This design comes from an exercise in tuning for small area, a short achievable clock period and few clock cycles per item on the open sky130 flow, not from production work.
At most, simulation tests tie the RTL to the original design; equivalence was not proved.
No activity file was given, so power comes from the tool's default toggle rates.

## job 3052
## RGB2YUV
module RGB2YUV (start, clk, rst_n, inportR, inportG, inportB, done, outportY, outportU, outportV);
Size in the first run: ~530 cells after synthesis, roughly 46 flip-flops, ~58 I/O pins.
Settings: LEC_CHECK=0, CAP_MARGIN=20, CORE_MARGIN=2, CORE_UTILIZATION=55, SLEW_MARGIN=20, SYNTH_HIERARCHICAL=1, SYNTH_MINIMUM_KEEP_SIZE=0; clock period 10.0 ns.
standard.sh (not shown) runs the stock make flow with config.mk's settings and CLKGATE_MAP_FILE= SYNTH_SCRIPT=/design/flow/synth_recipe.tcl, a recipe that flattens the netlist after the stock synthesis.
==> flow/flow/run.sh <==
#!/bin/bash
# The standard layout, except that the port buffers are sky130_fd_sc_hd__buf_1
# cells rather than ORFS's default delay buffers, and timing repair aims for
# 5.5 ns of setup slack. Each run's output goes to its own log.
set -euo pipefail
export BUFFER_PORTS_ARGS="-buffer_cell sky130_fd_sc_hd__buf_1"
export SETUP_SLACK_MARGIN=5.5
bash standard.sh synth > synth.log 2>&1
bash standard.sh > layout.log 2>&1
Job 3052 finished every stage and its layout cleared the timing, DRC and antenna checks.
Testbench counts of job 3052, summed over its fixed seeds: cycles 3,208, items 3,200.
Here is what was changed in the inputs of job 4910 compared with job 3052.
Settings: swapping 55 for 75 in CORE_UTILIZATION.
==> flow/flow/run.sh <==
#!/bin/bash
# The standard layout (standard.sh), except that the port buffers are
# sky130_fd_sc_hd__buf_1 cells rather than ORFS's default delay buffers, and timing
# repair aims for 5.5 ns of setup slack. Each run's output goes to its own log.
set -euo pipefail
export BUFFER_PORTS_ARGS="-buffer_cell sky130_fd_sc_hd__buf_1"
export SETUP_SLACK_MARGIN=5.5
bash standard.sh synth > synth.log 2>&1
bash standard.sh > layout.log 2>&1
==> comparison <==
- Job 4910 does worse than job 3052 on minimum clock period after layout.
- Cmp job 3052 and job 4910 / final clock period utilization by the worst path / higher: job 4910
- In summary, job 4910 completed successfully, with a layout that passed the timing, DRC and antenna checks.
- The clock power of job 3052 and that of job 4910 are within noise of each other.
- Compared with job 3052, in job 4910 number of clock buffers in the layout fell by 1; floorplan die area now smaller.
Input changes introduced in job 1917 (baseline for comparison: job 4910):
Settings: changing CORE_UTILIZATION from 75 to 55.
==> flow/flow/run.sh <==
#!/bin/bash
# The standard layout (standard.sh), except that the port buffers are
# sky130_fd_sc_hd__buf_1 cells rather than ORFS's default delay buffers, and timing
# repair aims for 5.4 ns of setup slack. Each run's output goes to its own log.
set -euo pipefail
export BUFFER_PORTS_ARGS="-buffer_cell sky130_fd_sc_hd__buf_1"
export SETUP_SLACK_MARGIN=5.4
bash standard.sh synth > synth.log 2>&1
bash standard.sh > layout.log 2>&1
Results
The shortest clock period the worst path allows after layout of job 1917 falls short of that of job 4910 by 34 ps. Area of the core: job 1917 vs job 4910 up about 35%. Against job 4910, job 1917 comes in 1.6 MHz higher on maximum achievable frequency. In the tables for job 1917 and job 4910, via count reads higher with job 4910. Job 1917 vs job 4910 — sequential cell fraction of total power rose 1.2 points. Looking at combinational group share of total power, job 1917 sits 1.0 points higher than job 4910 does.

RGB2YUV again, from the RTL that the note above started with.
Design RGB2YUV, start of the top module:
module RGB2YUV (start, clk, rst_n, inportR, inportG, inportB, done, outportY, outportU, outportV);
Settings: LEC_CHECK=0, CAP_MARGIN=20, CORE_MARGIN=2, CORE_UTILIZATION=55, SLEW_MARGIN=20, SYNTH_HIERARCHICAL=1, SYNTH_MINIMUM_KEEP_SIZE=0; clock period 10.0 ns.
==> flow/flow/run.sh <==
#!/bin/bash
# The standard layout (standard.sh), except that the port buffers are
# sky130_fd_sc_hd__buf_1 cells rather than ORFS's default delay buffers, and timing
# repair aims for 5.8 ns of setup slack. Each run's output goes to its own log.
set -euo pipefail
export BUFFER_PORTS_ARGS="-buffer_cell sky130_fd_sc_hd__buf_1"
export SETUP_SLACK_MARGIN=5.8
bash standard.sh synth > synth.log 2>&1
bash standard.sh > layout.log 2>&1
The baseline went through all stages and came out clean.
Testbench counts at the start, summed over its fixed seeds: cycles 3,208, items 3,200.
==> next run, changes <==
--- a/flow/flow/run.sh
+++ b/flow/flow/run.sh
@@ -4 +4 @@
-# repair aims for 5.8 ns of setup slack. Each run's output goes to its own log.
+# repair aims for 5.6 ns of setup slack. Each run's output goes to its own log.
@@ -7 +7 @@
-export SETUP_SLACK_MARGIN=5.8
+export SETUP_SLACK_MARGIN=5.6
What happened:
- clock skew stays the same
- sequential share of layout area grows by 0.84 points
- sequential power is about the same
- worst setup slack is worse by 0.026 ns
- fmax is lower slightly
==> next run, changes <==
--- a/flow/flow/run.sh
+++ b/flow/flow/run.sh
@@ -4 +4 @@
-# repair aims for 5.6 ns of setup slack. Each run's output goes to its own log.
+# repair aims for 5.5 ns of setup slack. Each run's output goes to its own log.
@@ -7 +7 @@
-export SETUP_SLACK_MARGIN=5.6
+export SETUP_SLACK_MARGIN=5.5
- CORE_UTILIZATION: 55 -> 65
=>
- cell area drops by 3.8%
- count of clock-buffer cells in the layout falls by 1
- setup slack got worse by 0.047 ns
- global-route usage came out higher by 3.5 points
- routed wire length rises by 0.86%
- power came out lower by 0.59%
- clock skew is unchanged
==> next run, changes <==
==> flow/flow/run.sh (replaced) <==
#!/bin/bash
# The standard layout, except that the port buffers are sky130_fd_sc_hd__buf_2
# cells rather than ORFS's default delay buffers, and timing repair aims for
# 5.5 ns of setup slack. Each run's output goes to its own log.
set -euo pipefail
export BUFFER_PORTS_ARGS="-buffer_cell sky130_fd_sc_hd__buf_2"
export SETUP_SLACK_MARGIN=5.5
bash standard.sh synth > synth.log 2>&1
bash standard.sh > layout.log 2>&1
- CORE_UTILIZATION: 65 -> 55
=>
- The new run went through all stages and came out clean
- sequential cell count is unchanged
- first-iteration DRC count rose by well over a third
- sequential share of layout area fell by 0.58 points
- die area rose by about a fifth
- register-to-register slack stays flat
- worst setup slack is worse by 0.012 ns
==> next run, changes <==
==> flow/run.sh (new file) <==
#!/bin/bash
# synth_recipe.tcl (not shown) runs the flow's synth.tcl, then flattens the netlist and writes it again
# the make line also repeats each setting of config.mk as NAME=value (left out here)
make -C /OpenROAD-flow-scripts/flow DESIGN_CONFIG=/design/flow/config.mk WORK_HOME=/design/flow/orfs CLKGATE_MAP_FILE= SYNTH_SCRIPT=/design/flow/synth_recipe.tcl finish
- SETUP_SLACK_MARGIN: not set -> 5
removed: flow/flow/run.sh
removed: flow/standard.sh
Result: The new run went through all stages and came out clean. Routed wire length went down by 5.2%. Total power went up by 6.0%. Area after synthesis does not change. First-iteration DRC count went down by 43%. Die area stays the same. Via count went down by 2.1%. Final area went down by 1.6%. Worst hold slack improves by 0.029 ns.
==> next run, changes <==
==> flow/flow/run.sh (new file) <==
#!/bin/bash
# The standard layout (standard.sh), except that the port buffers are
# sky130_fd_sc_hd__buf_1 cells rather than ORFS's default delay buffers, and timing
# repair aims for 5.5 ns of setup slack. Each run's output goes to its own log.
set -euo pipefail
export BUFFER_PORTS_ARGS="-buffer_cell sky130_fd_sc_hd__buf_1"
export SETUP_SLACK_MARGIN=5.5
bash standard.sh synth > synth.log 2>&1
bash standard.sh > layout.log 2>&1
==> flow/standard.sh (new file) <==
#!/bin/bash
# synth_recipe.tcl (not shown) runs the flow's synth.tcl, then flattens the netlist and writes it again
# the make line also repeats each setting of config.mk as NAME=value (left out here)
make -C /OpenROAD-flow-scripts/flow DESIGN_CONFIG=/design/flow/config.mk WORK_HOME=/design/flow/orfs CLKGATE_MAP_FILE= SYNTH_SCRIPT=/design/flow/synth_recipe.tcl "${@:-finish}"
- CORE_UTILIZATION: 55 -> 45
- SETUP_SLACK_MARGIN: 5 -> not set
removed: flow/run.sh
The changed run ran to the end with no violations. Global-route usage drops by 4.3 points. Design area increases by 0.41%. Die area came out higher by about 21%. Count of clock-buffer cells in the layout drops by 1. Final cell count rises by about 5.6%.

== run G ==
Starting RTL as in the previous note.
export LEC_CHECK = 0
export CAP_MARGIN = 20
export CORE_MARGIN = 2
export CORE_UTILIZATION = 65
export CTS_BUF_LIST = sky130_fd_sc_hd__clkbuf_8
export SLEW_MARGIN = 20
export SYNTH_HIERARCHICAL = 1
export SYNTH_MINIMUM_KEEP_SIZE = 0
create_clock -name core_clock -period 10.0 [get_ports {clk}]
==> flow/flow/run.sh <==
#!/bin/bash
# The standard layout (standard.sh), except that the port buffers are
# sky130_fd_sc_hd__buf_1 cells rather than ORFS's default delay buffers, and timing
# repair aims for 5.5 ns of setup slack. Each run's output goes to its own log.
set -euo pipefail
export BUFFER_PORTS_ARGS="-buffer_cell sky130_fd_sc_hd__buf_1"
export SETUP_SLACK_MARGIN=5.5
bash standard.sh synth > synth.log 2>&1
bash standard.sh > layout.log 2>&1
Testbench counts of run G, summed over its fixed seeds: cycles 3,208, items 3,200.
What run B does differently from run G at the input level:
Settings: CORE_UTILIZATION now 55, was 65; CTS_BUF_LIST no longer set, was sky130_fd_sc_hd__clkbuf_8; SETUP_SLACK_MARGIN now 5, previously not set.
==> flow/flow/run.sh <==
#!/bin/bash
# The standard layout, except that the port buffers are sky130_fd_sc_hd__buf_1
# cells rather than ORFS's default delay buffers. Each run's output goes to its own log.
set -euo pipefail
export BUFFER_PORTS_ARGS="-buffer_cell sky130_fd_sc_hd__buf_1"
bash standard.sh synth > synth.log 2>&1
bash standard.sh > layout.log 2>&1
Notes after the runs:
- Against run G, footprint of the multi-input gates in run B fell slightly.
- Diff run G -> run B | core utilization | decrease of 14 points
- Run B — count of clock-buffer cells in the layout 1 higher, run G as reference

Setup of the previous run:
RGB2YUV, a different RTL version from the one above (not shown whole).
Size: ~58 I/O pins, roughly 4800 um2 of cells after synthesis.
Settings: LEC_CHECK=0, CAP_MARGIN=20, CORE_MARGIN=2, CORE_UTILIZATION=70, SLEW_MARGIN=20, SYNTH_HIERARCHICAL=1, SYNTH_MINIMUM_KEEP_SIZE=0; clock period 10.0 ns.
run.sh (not shown) runs the stock make flow with config.mk's settings and CLKGATE_MAP_FILE= SYNTH_SCRIPT=/design/flow/synth_recipe.tcl, a recipe that flattens the netlist after the stock synthesis.
Stock flow here: none of the scripts above is used.
The previous run: done, clean on timing, DRC and antenna
The following lists how the current run was set up differently from the previous run:
Settings: an added SETUP_SLACK_MARGIN of 5.
==> comparison <==
Setup slack (lower): the previous run
In the tables for the previous run and the current run, largest net degree at the start of global routing reads lower with the current run.
[compare] base=the previous run new=the current run: power consumption picked up an extra about 34%, area growth from synthesis to final layout increased 17 points, overall via count from detail_route went up.
The current run ended up with more standard cells than the previous run.
Clock network fraction of total power, the previous run and the current run, higher one = the previous run.
[the current run vs the previous run] clock power: higher in the current run
No run of this note included a check of the RTL's function; only the layout flow was run.

==> afterwards: timing with drivers on the ports <==
Ports are ideal in the flow. The routed layouts listed here were re-timed in OpenROAD. Step 1 (the two cells are an assumption about what drives the block):
set clk [get_ports {clk}]
set_driving_cell -lib_cell sky130_fd_sc_hd__clkbuf_16 $clk
set_driving_cell -lib_cell sky130_fd_sc_hd__buf_2 [delete_from_list [all_inputs] $clk]
Step 2 moves the port delays by t, midway between the first and last clock arrival at a register: inputs arrive t later, outputs are due t later. That takes back most of the time a late clock gives input paths. Slacks: ideal / step 1 / step 2; pairs: ideal / step 1.
run | t, ns | setup slack, ns | clock arrival spread, ns | worst data-port slew with drivers (ns) | cell pins on the clock port's net
job 3052 | 0.335 | 5.502 / 5.486 / 5.151 | 0.008 / 0.008 | 0.05 | 1
job 4910 | 0.339 | 5.396 / 5.387 / 5.048 | 0.016 / 0.015 | 0.06 | 1
job 1917 | 0.332 | 5.430 / 5.437 / 5.105 | 0.006 / 0.006 | 0.04 | 1
the first run of note 2 | 0.338 | 5.595 / 5.567 / 5.229 | 0.007 / 0.007 | 0.07 | 1
the second run of note 2 | 0.339 | 5.569 / 5.553 / 5.214 | 0.008 / 0.008 | 0.06 | 1
the third run of note 2 | 0.329 | 5.522 / 5.500 / 5.171 | 0.009 / 0.008 | 0.06 | 1
the fourth run of note 2 | 0.336 | 5.510 / 5.488 / 5.209 | 0.010 / 0.009 | 0.06 | 1
the fifth run of note 2 | 0.342 | 5.119 / 5.136 / 4.794 | 0.007 / 0.008 | 0.04 | 1
the sixth run of note 2 | 0.340 | 5.478 / 5.476 / 5.136 | 0.007 / 0.007 | 0.07 | 1
run G | 0.330 | 5.524 / 5.497 / 5.167 | 0.009 / 0.009 | 0.06 | 1
run B | 0.335 | 5.061 / 5.071 / 4.736 | 0.006 / 0.006 | 0.05 | 1
the previous run | 0.297 | 2.542 / 2.547 / 2.249 | 0.003 / 0.003 | 0.04 | 1
the current run | 0.315 | 3.641 / 3.602 / 3.287 | 0.006 / 0.005 | 0.07 | 1
After both steps setup and hold are still met in every run listed. For the first run of note 2, which loses most, drivers alone change the setup slack by -0.028 ns; drivers and shift together by -0.366 ns.
